Context: an optimization exercise on an open-source flow, tuned for small area, a short achievable clock period and few clock cycles. The choices shown serve that exercise and are no tape-out recipe.
Where RTL was checked, it was by simulation tests only, not by an equivalence proof against the original.
Power is estimated from default activity; no workload was simulated.

## rev 12
==> flow/design.v (excerpt) <==
module convUnit (
    clk,
    reset,
    image,
    filter,
    result,
    done
);
For scale: roughly 3000 cells after synthesis, about 92 flip-flops, roughly 820 I/O pins, about 19000 um2 of cells after synthesis.
==> module convUnit, before the edit <==
module convUnit (
    clk,
    reset,
    image,
    filter,
    result,
    done
);
    parameter DATA_WIDTH = 16;
    parameter D = 1;
    parameter F = 5;
    localparam N = D*F*F;
    input clk, reset;
    input [N*DATA_WIDTH-1:0] image, filter;
    output reg [DATA_WIDTH-1:0] result;
    output reg done;   
    reg  [N-1:1] pend;      
    reg          last;      
    reg          valid;     
    reg          pvalid;    
    reg  [DATA_WIDTH-1:0] opA, opB, product;
    wire [N-1:1] nz;
    wire [DATA_WIDTH-1:0] selA, selB, multResult, addResult;
    wire any = |pend;
    processingElement16 #(.DATA_WIDTH(DATA_WIDTH), .N(N)) SEL (
        .reset (reset),
        .pend  (pend),
        .image (image),
        .filter(filter),
        .opA   (selA),
        .opB   (selB),
        .nz    (nz)
    );
    floatMult16 FM (opA, opB, multResult);
    floatAdd16 FADD (product, result, addResult);
    always @(posedge clk) begin
        pend    <= reset ? nz : (pend & (pend - 1'b1));
        opA     <= selA;
        opB     <= selB;
        valid   <= reset | any;
        product <= multResult;
    end
    always @(posedge clk, posedge reset) begin
        if (reset == 1'b1) begin
            last   <= 1'b0;
            done   <= 1'b0;
            pvalid <= 1'b0;
            result <= 0;
        end else begin
            last   <= ~any;
            done   <= last;
            pvalid <= valid;
            if (pvalid) result <= addResult;
        end
    end
endmodule
export LEC_CHECK = 0
export ABC_AREA = 1
export CAP_MARGIN = 20
export CORE_AREA = 5 5 245 245
export DIE_AREA = 0 0 250 250
export SLEW_MARGIN = 20
create_clock -name core_clock -period 16.0 [get_ports {clk}]
standard.sh (not shown) runs the stock make flow with config.mk's settings and CLKGATE_MAP_FILE= SYNTH_SCRIPT=/design/flow/synth_recipe.tcl, a recipe that flattens the netlist after the stock synthesis.
==> flow/flow/run.sh <==
#!/bin/bash
set -euo pipefail
export BUFFER_PORTS_ARGS="-buffer_cell sky130_fd_sc_hd__buf_1"
export SETUP_SLACK_MARGIN="${MARGIN:-$(cat flow/margin.txt)}"
bash standard.sh > standard.log 2>&1
==> flow/flow/margin.txt <==
11
The flow did not stop early for rev 12: all stages ran, and the layout cleared the timing, DRC and antenna checks.
Testbench counts of rev 12, summed over its fixed seeds: cycles 10,736.
diff inputs: rev 12 => rev 13
-- flow/design.v --
<<< rev 12, line 321
    reg  [N-1:1] pend;      
    reg          last;      
    reg          valid;     
    reg          pvalid;    
    reg  [DATA_WIDTH-1:0] opA, opB, product;
    wire [N-1:1] nz;
>>> rev 13, line 321
    reg  [N-1:1] pend;      
    reg          last;      
    reg  [DATA_WIDTH-1:0] opA, opB, product;
    wire [N-1:1] nz;
<<< rev 12, line 342
        opA     <= selA;
        opB     <= selB;
        valid   <= reset | any;
        product <= multResult;
    end
    always @(posedge clk, posedge reset) begin
        if (reset == 1'b1) begin
            last   <= 1'b0;
            done   <= 1'b0;
            pvalid <= 1'b0;
            result <= 0;
        end else begin
            last   <= ~any;
            done   <= last;
            pvalid <= valid;
            if (pvalid) result <= addResult;
        end
    end
>>> rev 13, line 340
        opA     <= selA;
        opB     <= selB;
    end
    always @(posedge clk, posedge reset) begin
        if (reset == 1'b1) begin
            last    <= 1'b0;
            done    <= 1'b0;
            product <= 0;
            result  <= 0;
        end else begin
            last    <= ~any;
            done    <= last;
            product <= multResult;
            result  <= addResult;
        end
    end
Notes after the runs:
XOR/XNOR share of the synthesized area across rev 12 and rev 13: no real change.
Going from rev 12 to rev 13, global-route usage went up; final total power went down; global-route wire length before repair went up.
Internal power summed over all cells (higher): rev 12
Going from rev 12 to rev 13, the weighted congestion reported at the end of routability-driven placement was found to have gone up by 11%.
Higher fraction of synthesized area in multiplexers goes to rev 13 over rev 12.
Rev 13 has total number of nets in the final design below what rev 12 had.
For number of filler cells placed in the layout, rev 13 and rev 12 come out practically identical.
Rev 13: final area is about 0.8% lower than what rev 12 reported.
Between rev 12 and rev 13, the flow reports via count increasing by a few percent.
Re post-route core utilization: rev 12 and rev 13 aren't equal, and the lower value belongs to rev 13.
Compared with rev 12, in rev 13 basic-gate share of the synthesized area counting and, or, nand and nor cells now sits higher, register share of the cell area now sits higher.
The RTL of rev 13 was laid out without a check of its function.

port drivers added, routing unchanged:
No port has a modelled driver above. Below, the same layouts with a new extraction and two added sets of constraints.
Step 1 (the two cells are an assumption about what drives the block):
set clk [get_ports {clk}]
set_driving_cell -lib_cell sky130_fd_sc_hd__clkbuf_16 $clk
set_driving_cell -lib_cell sky130_fd_sc_hd__buf_2 [delete_from_list [all_inputs] $clk]
Step 2, shift: input delay + t, output delay - t, t = (earliest + latest rising clock arrival at the registers) / 2. This alone moves slack from input paths to output paths.
Three values: ideal, step 1, step 2; two values: the first two.
| run | t, ns | slack for setup (ns) | hold WS [ns] |
|---|---|---|---|
| rev 12 | 0.440 | 10.999 / 10.999 / 10.634 | 0.361 / 0.361 / 0.361 |
| rev 13 | 0.465 | 10.933 / 10.971 / 10.506 | 0.355 / 0.355 / 0.355 |
After both steps setup and hold are still met in every run listed. For rev 13, which loses most, drivers alone change the setup slack by +0.038 ns; drivers and shift together by -0.427 ns.
